What follows belongs to an exercise in optimizing a design on an open flow for small area; a production flow would make more cautious choices.
Only the layout flow was run in this run; the RTL was not checked for function there.
Power is estimated from default activity; no workload was simulated.

==> flow/run.sh <==
#!/bin/bash
# synth_recipe.tcl (not shown) runs the flow's synth.tcl, then flattens the netlist and writes it again
# the make line also repeats each setting of config.mk as NAME=value (left out here)
make -C /OpenROAD-flow-scripts/flow DESIGN_CONFIG=/design/flow/config.mk WORK_HOME=/design/flow/orfs CLKGATE_MAP_FILE= SYNTH_SCRIPT=/design/flow/synth_recipe.tcl finish
==> flow/config.mk <==
export PLATFORM = sky130hd
export DESIGN_NAME = UART_FIFO
export DESIGN_NICKNAME = UART_FIFO
export VERILOG_FILES = /design/flow/design.v
export SDC_FILE = /design/flow/constraint.sdc
export NUM_CORES = 4
export LEC_CHECK = 0
export CAP_MARGIN = 20
export CORE_MARGIN = 2
export CORE_UTILIZATION = 40
export SLEW_MARGIN = 20
==> flow/constraint.sdc <==
create_clock -name core_clock -period 20.0 [get_ports {clk}]
set_input_delay 4.0000 -clock core_clock [delete_from_list [all_inputs] [get_ports {clk}]]
set_output_delay 4.0000 -clock core_clock [all_outputs]
set_load 0.01 [all_outputs]
==> flow/design.v <==
`timescale 1ns / 1ps
module Baud_Rate_Generator(
    input clk,
    input reset,
    output reg tx_clk,
    output reg rx_clk
    );
    reg [12:0] Counter_tx;
    reg [8:0] Counter_rx;
    always@(posedge clk)
    begin
        if(reset)
        begin
            Counter_tx <= 0;
            tx_clk <= 0;
        end
        else
        begin
            if(Counter_tx == 13'd5208)
            begin
                Counter_tx <= 0;
                tx_clk <= 1;
            end
            else
            begin
                Counter_tx <= Counter_tx + 1;
                tx_clk <= 0;
            end
        end
    end
    always@(posedge clk)
    begin
        if(reset)
        begin
            Counter_rx <= 0;
            rx_clk <= 0;
        end
        else
        begin
            if(Counter_rx == 9'd324)
            begin
                Counter_rx <= 0;
                rx_clk <= 1;
            end
            else
            begin
                Counter_rx <= Counter_rx + 1;
                rx_clk <= 0;
            end
        end
    end
endmodule
`timescale 1ns / 1ps
module synchronizer #(parameter width = 5)(
    input [width-1:0] data_in,
    input clk,
    input ce,
    input reset,
    output reg [width-1:0] data_out
    );
    reg [width-1:0] sync0;
    always@(posedge clk)
    begin
        if(reset)
        begin
            sync0 <= 0;
            data_out <= 0;
        end
        else if(ce)
        begin
            sync0 <= data_in;
            data_out <= sync0;
        end
    end
endmodule
`timescale 1ns / 1ps
module FIFO_wptr #(parameter FIFO_addr = 5)(
    input [FIFO_addr-1:0] rd_ptr_gr_syn,
    input clk,
    input wr_ce,
    input wr_en,
    input wr_reset,
    output wire [FIFO_addr-1:0] wr_ptr_gr,
    output reg [FIFO_addr-1:0] wr_ptr,
    output wire full,
    output reg wr_full
    );
    wire [FIFO_addr-1:0] rd_ptr;
    always@(posedge clk or posedge wr_reset)
    begin
        if(wr_reset)
        begin
            wr_ptr <= 0;
        end
        else if(wr_ce)
        begin
            if(wr_en && !full)
            begin
                wr_ptr <= wr_ptr + 1;
            end
        end
    end
    always@(posedge clk or posedge wr_reset)
    begin
        if(wr_reset)
        begin
            wr_full <= 0;
        end
        else if(wr_ce)
        begin
            wr_full <= full; 
        end
    end
    assign wr_ptr_gr = wr_ptr ^ (wr_ptr >> 1); 
    assign rd_ptr[FIFO_addr-1] = rd_ptr_gr_syn[FIFO_addr-1];
    genvar i;
    generate
        for(i=0;i<FIFO_addr-1;i=i+1)
        begin : g2b
            assign rd_ptr[i] = rd_ptr[i+1] ^ rd_ptr_gr_syn[i];
        end
    endgenerate
    assign full =   (wr_ptr[FIFO_addr-2:0] == rd_ptr[FIFO_addr-2:0]) &&
                    (wr_ptr[FIFO_addr-1]!=rd_ptr[FIFO_addr-1]);
endmodule
`timescale 1ns / 1ps
module FIFO_rptr #(parameter FIFO_addr = 5)(
    input [FIFO_addr-1:0] wr_ptr_gr_syn,
    input clk,
    input rd_ce,
    input rd_en,
    input rd_reset,
    output wire [FIFO_addr-1:0] rd_ptr_gr,
    output reg [FIFO_addr-1:0] rd_ptr,
    output wire rd_empty
    );
    reg empty;
    wire [FIFO_addr-1:0] wr_ptr;
    always@(posedge clk or posedge rd_reset)
    begin
        if(rd_reset)
        begin
            rd_ptr <= 0;
        end
        else if(rd_ce)
        begin
            if(rd_en && !rd_empty)
            begin
                rd_ptr <= rd_ptr + 1;
            end
        end
    end
    always@(posedge clk or posedge rd_reset)
    begin
        if(rd_reset)
        begin
            empty <= 0;
        end
        else if(rd_ce)
        begin
            empty <= rd_empty; 
        end
    end
    assign rd_ptr_gr = rd_ptr ^ (rd_ptr >> 1); 
    assign wr_ptr[FIFO_addr-1] = wr_ptr_gr_syn[FIFO_addr-1];
    genvar i;
    generate
        for(i=0;i<FIFO_addr-1;i=i+1)
        begin : g2b
            assign wr_ptr[i] = wr_ptr[i+1] ^ wr_ptr_gr_syn[i];
        end
    endgenerate
    assign rd_empty = (wr_ptr == rd_ptr) ? 1'b1 : 1'b0;
endmodule
`timescale 1ns / 1ps
module FIFO_mem #(parameter FIFO_Width = 8, parameter FIFO_Depth = 16,
            parameter FIFO_addr = 5)(
    input clk,
    input wr_ce,
    input wr_en,
    input wr_full,
    input wr_reset,
    input [FIFO_Width-1:0] wr_data,
    input [FIFO_addr-1:0] wr_ptr,
    input rd_ce,
    input rd_en,
    input rd_reset,
    input [FIFO_addr-1:0] rd_ptr,
    output reg [FIFO_Width-1:0] rd_data
    );
    wire wr_en_s;
    reg [FIFO_Width-1:0] mem [0:FIFO_Depth-1];
    integer i;
    assign wr_en_s = wr_en & ~wr_full;
    always@(posedge clk or posedge wr_reset)
    begin
        if(wr_reset)
        begin
            for(i=0;i<FIFO_Depth;i=i+1)
            begin
                mem[i] <= 0;
            end
        end
        else if(wr_ce)
        begin
            if(wr_en_s)
            begin
                mem[wr_ptr[FIFO_addr-2:0]] <= wr_data;
            end
        end
    end
    always@(posedge clk or posedge rd_reset)
    begin
        if(rd_reset)
        begin
            rd_data <= 0;
        end
        else if(rd_ce)
        begin
            if(rd_en)
            begin
                rd_data <= mem[rd_ptr[FIFO_addr-2:0]];
            end
        end
    end
endmodule
`timescale 1ns / 1ps
module FIFO #(  parameter FIFO_WIDTH = 8,
                parameter FIFO_DEPTH = 16,
                parameter FIFO_addr = 5)
    (
    input clk,
    input wr_ce,rd_ce,
    input wr_reset,rd_reset,
    input wr_en,rd_en,
    input [FIFO_WIDTH-1 : 0] data_in,
    output wire full,empty,
    output wire [FIFO_WIDTH-1:0] data_out
    );
    wire [FIFO_addr-1:0] wr_ptr_gr,wr_ptr,rd_ptr_gr,rd_ptr,wr_ptr_gr_syn,rd_ptr_gr_syn;
    wire full_now;
    FIFO_wptr F0 (  .rd_ptr_gr_syn(rd_ptr_gr_syn), .clk(clk), .wr_ce(wr_ce),
                    .wr_en(wr_en), .wr_reset(wr_reset),
                    .wr_ptr_gr(wr_ptr_gr), .wr_ptr(wr_ptr),
                    .full(full_now), .wr_full(full));
    synchronizer F1 (.data_in(wr_ptr_gr), .clk(clk), .ce(rd_ce), .reset(rd_reset),
                        .data_out(wr_ptr_gr_syn));
    FIFO_rptr F2 (  .wr_ptr_gr_syn(wr_ptr_gr_syn), .clk(clk), .rd_ce(rd_ce),
                    .rd_en(rd_en), .rd_reset(rd_reset),
                    .rd_ptr_gr(rd_ptr_gr), .rd_ptr(rd_ptr),
                    .rd_empty(empty));
    synchronizer F3 (.data_in(rd_ptr_gr), .clk(clk), .ce(wr_ce), .reset(wr_reset),
                        .data_out(rd_ptr_gr_syn));
    FIFO_mem F4 (   .clk(clk), .wr_ce(wr_ce), .rd_ce(rd_ce),
                    .wr_reset(wr_reset), .rd_reset(rd_reset),
                    .wr_en(wr_en), .rd_en(rd_en), .wr_full(full_now),
                    .wr_ptr(wr_ptr), .rd_ptr(rd_ptr),
                    .wr_data(data_in), .rd_data(data_out));
endmodule
`timescale 1ns / 1ps
module UART_TX #(   parameter Width = 8,
                    parameter Depth = 16,
                    parameter Addr = 5)(
    input clk,
    input tx_ce,
    input reset,
    input tx_start,
    input [7:0] tx_data,
    output tx_busy,
    output reg tx_serial
    );
    localparam  IDLE = 3'b000,
                START = 3'b001,
                DATA = 3'b010,
  				PARITY = 3'b011,
                STOP = 3'b100;
    reg [2:0] state, next_state;
    reg [2:0] count;
    reg [7:0] data_reg;
  	wire parity_bit;
    always@(posedge clk or posedge reset)
    begin
        if(reset)
        begin
            state <= IDLE;
        end
        else if(tx_ce)
        begin
            state <= next_state;
        end
    end
    always@(*)
    begin
        case(state)
            IDLE:   next_state = tx_start ? START : IDLE;
            START:  next_state = DATA;
          	DATA:   next_state = (count == 7) ? PARITY : DATA;
          	PARITY:	next_state = STOP;
            STOP:   next_state = IDLE;
            default:next_state = IDLE;
        endcase
    end
    always@(posedge clk or posedge reset)
    begin
        if(reset)
        begin
            count <= 0;
            data_reg <= 0;
        end
        else if(tx_ce)
        begin
            case(state)
                IDLE:   begin
                            count <= 0;
                            data_reg <= 0;
                        end
                START:  begin
                            count <= 0;
                            data_reg <= tx_data;
                        end
                DATA:   begin
                            count <= count + 1'b1;
                        end
                STOP:   begin
                            count <= 0;
                        end
                default:count <= 0;
            endcase
        end
    end
    always@(posedge clk or posedge reset)
    begin
        if(reset)
        begin
            tx_serial <= 1;
        end
        else if(tx_ce)
        begin
            case(state)
                IDLE:   begin
                            tx_serial <= 1'b1;
                        end
                START:  begin
                            tx_serial <= 1'b0; 
                        end
                DATA:   begin
                            tx_serial <= data_reg[count]; 
                        end
              	PARITY:	begin
                  			tx_serial <= parity_bit; 
                		end
                STOP:   begin
                            tx_serial <= 1'b1; 
                        end
                default:tx_serial <= 1'b1;
            endcase
        end
    end
    assign parity_bit = ^data_reg; 
    assign tx_busy = (state != IDLE);
endmodule
`timescale 1ns / 1ps
module UART_RX #(   parameter Width = 8,
                    parameter Depth = 16,
                    parameter Addr = 5)(
    input clk,
    input rx_ce,
    input reset,
    input rx_serial,
    output rx_busy,
    output [7:0] rx_data,
    output reg rx_done
    );
    localparam  IDLE = 3'b000,
                START = 3'b001,
                DATA = 3'b010,
                HOLD1 = 3'b011,
                HOLD2 = 3'b100,
  				PARITY = 3'b101,
                STOP = 3'b110;
    reg [2:0] state, next_state;
    reg [2:0] count;
    reg [7:0] data_reg;
    reg [7:0] sample_cnt;
  	wire parity_bit;
    always@(posedge clk or posedge reset)
    begin
        if(reset)
        begin
            state <= IDLE;
        end
        else if(rx_ce)
        begin
            state <= next_state;
        end
    end
    always@(*)
    begin
        case(state)
            IDLE:   next_state = rx_serial ? IDLE : START;
            START:  next_state = (sample_cnt == 16) ? DATA : START;
          	DATA:   next_state = ((count == 7) && (sample_cnt == 16)) ? PARITY : DATA;
          	PARITY:	next_state = (sample_cnt == 16) ? ((parity_bit != rx_serial) ? IDLE : STOP) : PARITY;  
            STOP:   next_state = (sample_cnt == 16) ? (rx_serial ? IDLE : STOP) : STOP;
            default:next_state = IDLE;
        endcase
    end
    always@(posedge clk or posedge reset)
    begin
        if(reset)
        begin
            data_reg <= 8'd0;
            rx_done <= 1'b0;
            count <= 0;
        end
        else if(rx_ce)
        begin
            rx_done <= 0;
            if((state == DATA || state == START) && sample_cnt == 16)
            begin
                count <= count + 1;
                data_reg <= {rx_serial,data_reg[7:1]};
            end
            else if((state == STOP) && sample_cnt == 16)
            begin
                if(rx_serial)  
                begin
                    rx_done <= 1'b1;  
                end
                else
                begin
                    rx_done <= 1'b0;
                end
            end
        end
    end
    always@(posedge clk or posedge reset)
    begin
        if(reset)
        begin
            sample_cnt <= 0;
        end
        else if(rx_ce)
        begin
            if(sample_cnt == 16)
            begin
                sample_cnt <= 0;
            end
            else if(state == IDLE)
                sample_cnt <= 0;
            else
            begin
                sample_cnt <= sample_cnt + 1;
            end
        end
    end
    assign parity_bit = ^data_reg; 
    assign rx_busy = (state != IDLE);
	assign rx_data = data_reg;
endmodule
`timescale 1ns / 1ps
module UART_FIFO(
    input clk,
    input reset,
    input [7:0] data_in,
    input data_valid,
    output [7:0] data_out
    );
    wire tx_clk, rx_clk;
    wire tx_fifo_full, tx_fifo_empty;
    wire rx_fifo_full, rx_fifo_empty;
    wire tx_busy,rx_busy; 
    wire rx_done;
    wire [7:0] tx_fifo_data_out;
    wire [7:0] rx_data;
    wire serial_data;
    reg tx_start;
    wire tx_fifo_wr_en;
    reg tx_fifo_rd_en;
    reg rx_fifo_wr_en;
    wire rx_fifo_rd_en;
    assign tx_fifo_wr_en = data_valid;
    assign rx_fifo_rd_en = ~rx_fifo_empty;
    always@(posedge clk or posedge reset)
    begin
        if(reset)
        begin
            tx_start <= 0;
            tx_fifo_rd_en <= 0;
        end
        else if(tx_clk)
        begin
            if((tx_fifo_empty==0)&&(tx_busy==0)&&(tx_start==0))
            begin
                tx_start <= 1'b1;
                tx_fifo_rd_en <= 1'b1;
            end
            else
            begin
                tx_start <= 1'b0;
                tx_fifo_rd_en <= 1'b0;
            end
        end
    end
    always@(posedge clk or posedge reset)
    begin
        if(reset)
        begin
            rx_fifo_wr_en <= 0;
        end
        else if(rx_clk)
        begin
            rx_fifo_wr_en <= ~rx_fifo_full & rx_done;
        end
    end
    Baud_Rate_Generator m0 (.clk(clk), .reset(reset),
                .tx_clk(tx_clk), .rx_clk(rx_clk));
    UART_TX m1 (.clk(clk), .tx_ce(tx_clk), .reset(reset),
                .tx_start(tx_start), .tx_data(tx_fifo_data_out),
                .tx_busy(tx_busy), .tx_serial(serial_data));
    FIFO m2 (.clk(clk), .wr_ce(1'b1), .rd_ce(tx_clk),  
                .wr_reset(reset), .rd_reset(reset),
                .wr_en(tx_fifo_wr_en), .rd_en(tx_fifo_rd_en),
                .data_in(data_in),
                .full(tx_fifo_full), .empty(tx_fifo_empty),
                .data_out(tx_fifo_data_out));
    UART_RX m3 (.clk(clk), .rx_ce(rx_clk), .reset(reset),
                .rx_serial(serial_data),
                .rx_busy(rx_busy), .rx_data(rx_data),
                .rx_done(rx_done));
    FIFO m4 (.clk(clk), .wr_ce(rx_clk), .rd_ce(1'b1),  
                .wr_reset(reset), .rd_reset(reset),
                .wr_en(rx_fifo_wr_en), .rd_en(rx_fifo_rd_en),
                .data_in(rx_data),
                .full(rx_fifo_full), .empty(rx_fifo_empty),
                .data_out(data_out));
endmodule
==> reports/metrics.csv <==
stage,metric,value,unit
sta,relSlewSlack,26.11,%
cts,htreeDepth,2,
synth,ys.flop_type,dfrtp_1,
synth,yosysSeqAreaShare,51.09,%
synth,yosys_warnings,9,
power,powerDensity,110.7,nW/um2
floorplan,core_area,46460,um2
synth,synth_nets,1579,
routing,wl_per_cell,20.08,um
floorplan,die_area,48810,um2
global_routing,antenna_found_initial,0,
routing,wl_met1,19320,um
sta,hold_slack,0.4474,ns
synth,synth_cell_types,75,
worst_setup_path,cp.buffers_inverters,5,
final_layout,final_util,45.09,%
cts,cts_hold_buf,0,
placement,dpl-instance-area,19520,um2
sta,fmax,154.8,MHz
routing,route.met3.wl,1681,um
routing,top_layer,met4,
final_layout,biggestRegsByFlops,"m2.F4.mem x128, m4.F4.mem x128, m0.Counter_tx x13",
sta,skew,0.01018,ns
cts,clk_latency,0.55,ns
global_routing,grt_pass1_wl,70030,um
routing,dr.pass1.iters,7,
sta,setup_tns,0,ns
cts,cts_buffer_depth,3,
floorplan,io_pins,19,
sta,setup_ws,13.54,ns
placement,pre_cts_slack,11.85,ns
sta,period_share,32.30,%
worst_setup_path,worstSetupEndpointType,async pin,
synth,synth_cells,1520,
final_layout,n_antenna_cell,0,
worst_setup_path,cp_cell_sequence,buf_2 > inv_8 > buf_6 > buf_6 > buf_6,
final_layout,syn_to_final_growth,11.30,%
global_routing,grtUsageTotal,17.69,%
floorplan,initial_core_util,40.51,%
routing,drtIter0Drc,918,
placement,hpwlAfterDp,26500,um
cts,clock-sinks,397,
routing,wl,43110,um
final_layout,fillCellCount,4317,
final_layout,final_cell_mix,"dfrtp_1 (332), mux2_2 (262), nor2_1 (81), nand2_1 (67), dfxtp_1 (64)",
sta,drv_slew,0,
sta,fin_crit,6.460,ns
power,ir_drop,92.28,uV
routing,num_vias,11900,
placement,routabilityCongestion,0.7476,
routing,antenna_left,0,
job,maxCapViolCount,0,
global_routing,grt_start_max_net_pins,93,
power,p_total,2.319,mW
final_layout,instances_no_fill,2147,
final_layout,design_area,20950,um2
final_layout,nets,1564,
status,status,timing/DRC/antenna clean,
floorplan,fp.dieW,220.9,um
routing,vias_per_cell,5.541,
synth,syn-mean-instance-area,12.38,um2
cts,cts_tree,built,
worst_setup_path,startpoint_type,input pin,
synth,synth_area,18820,um2
worst_setup_path,cp_slowest_cell,buf_6,
worst_setup_path,arrival,7.05,ns
worst_setup_path,path_class,in2async,
cts,root_buffer,clkbuf_16,
worst_setup_path,path_max_fanout,92,
synth,synth_seq_cells,397,
power,power_leakage,9.104,nW
synth,synth-edff-count,0,
worst_setup_path,crit_family,buffers and inverters,
sta,report.final.hold_viol_count,0,
synth,async_flop_share,83.88,%
worst_setup_path,required,20.59,ns
placement,dp_cells,2067,
final_layout,drive_above_1_share,26.95,%
worst_setup_path,cpMostUsedCell,buf_6,
floorplan,die_h,220.9,um
placement,io_buffers,18,
cts,cts_setup_buffers,0,
routing,drcViolationCount,0,
sta,finalSetupViolCount,0,
global_routing,grt_overflow,0,
sta,worstMarginPinSlew,1.108,ns
global_routing,grt_pass1_vias,12280,
cts,path_clk_slew,0.06,ns
final_layout,final_common_cell,dfrtp_1,
min_path,hp-class,reg2reg,
routing,met2_length,21200,um
floorplan,num_rows,79,
worst_setup_path,cpPeakStageDelay,0.67,ns
cts,cts_made_buffers,43,
sta,rsz0062_at_grt,no,
cts,cts_resized,0,
## layout make-up
cell class	count	area [um2]	share of cell area [%]
Timing Repair Buffer	38	336.6	1.607
Clock buffer	70	1349	6.439
Clock inverter	10	67.56	0.3225
Multi-Input combinational cell	969	8603	41.07
Tap cell	607	759.5	3.625
Sequential cell	397	9615	45.90
Inverter	56	217.7	1.039
## final timing paths
check	start	endpoint	slack (ns)	cells after the start
worst min register to register	m2.F3.sync0[2]$_SDFF_PP0_	m2.F3.data_out[2]$_SDFF_PP0_	0.45	1
worst min-delay path	m2.F3.sync0[2]$_SDFF_PP0_	m2.F3.data_out[2]$_SDFF_PP0_	0.45	1
worst max-delay path	reset	m2.F4.mem[2][4]$_DFFE_PP0P_	13.54	5
min in group asynchronous	reset	m3.sample_cnt[7]$_DFFE_PP0P_	3.91	2
max in group core_clock	data_valid	m2.F4.mem[8][7]$_DFFE_PP0P_	14.36	4
worst max register to register	m4.F3.data_out[4]$_SDFFE_PP0P_	m4.F4.mem[1][3]$_DFFE_PP0P_	16.78	5
## cells by family after synthesis
logic type,after synthesis,synth area share (%)
AOI/OAI and AO/OA,260,12.75
xor gates and xnor gates,80,4.068
adders and majority gates,48,3.191
buffers and inverters,154,3.304
DFF,397,51.09
muxes,309,18.67
and+or+nand+nor,272,6.927
## synthesized netlist by cell type (3+ instances only)
library cell | count | area (um2)
clkbuf_1 | 78 | 292.8
dfrtp_1 | 332 | 8308
dfxtp_1 | 64 | 1281
buf_1 | 9 | 33.78
o22ai_1 | 14 | 87.58
mux2_4 | 13 | 195.2
o2111ai_1 | 5 | 43.79
nor2_1 | 81 | 304.0
a221oi_1 | 5 | 43.79
inv_1 | 56 | 210.2
a22o_1 | 48 | 420.4
a21oi_1 | 11 | 55.05
nand2_1 | 67 | 251.5
o21ai_0 | 25 | 125.1
nand4_1 | 8 | 50.05
nor2b_1 | 26 | 162.7
xor2_1 | 25 | 219.0
mux2_2 | 262 | 2950
a21oi_2 | 16 | 140.1
o2111ai_4 | 16 | 420.4
mux2i_1 | 31 | 310.3
a211oi_1 | 5 | 37.54
nand3_1 | 39 | 195.2
nor4_1 | 4 | 25.02
and2_1 | 8 | 50.05
a32oi_1 | 3 | 26.28
buf_2 | 7 | 35.03
and3_1 | 7 | 43.79
o211ai_1 | 4 | 30.03
a31oi_1 | 10 | 62.56
xnor2_1 | 50 | 437.9
a222oi_1 | 39 | 390.4
a41oi_1 | 7 | 61.31
nor3_1 | 7 | 35.03
and2_0 | 4 | 25.02
nand2b_1 | 9 | 56.30
ha_1 | 48 | 600.6
a22oi_1 | 30 | 225.2
## where the power goes
part	internal [mW]	switching [mW]	total (mW)
combinational	0.228	0.268	0.496
clock	0.461	0.325	0.787
sequential	0.947	0.0894	1.04
total	1.64	0.683	2.32
## routing by layer
layer | vias up | global-route usage (%)
li1 | 5512 | -
met1 | 6099 | 23.42
met2 | 217 | 30.45
met3 | 68 | 2.576
met4 | 0 | 4.395
met5 | - | 0

## afterwards: timing with drivers on the ports
The results above use ideal ports. As a check the final layout listed here was re-extracted and re-timed, cells and wires unchanged. Step 1 sets driving cells, clkbuf_16 on the clock port and buf_2 on the other inputs (assumed; they add their load-dependent delay and slew). Step 2 times the ports against the registers' clock, not the clock port: input delays grow and output delays shrink by t, the midpoint of the rising clock arrivals with the driver on. Three values: ideal ports, drivers, drivers and shift; two values: the first two.
shift t [ns]: 0.595
slack for setup (ns): 13.540 / 13.559 / 12.963
worst setup path at the end: input, reset recovery
clock arrival spread, ns: 0.013 / 0.013
After both steps setup and hold are still met in this run. The setup slack of this run moves by +0.019 ns with the drivers and by -0.577 ns with both steps. The worst setup slack also covers recovery checks on asynchronous resets.
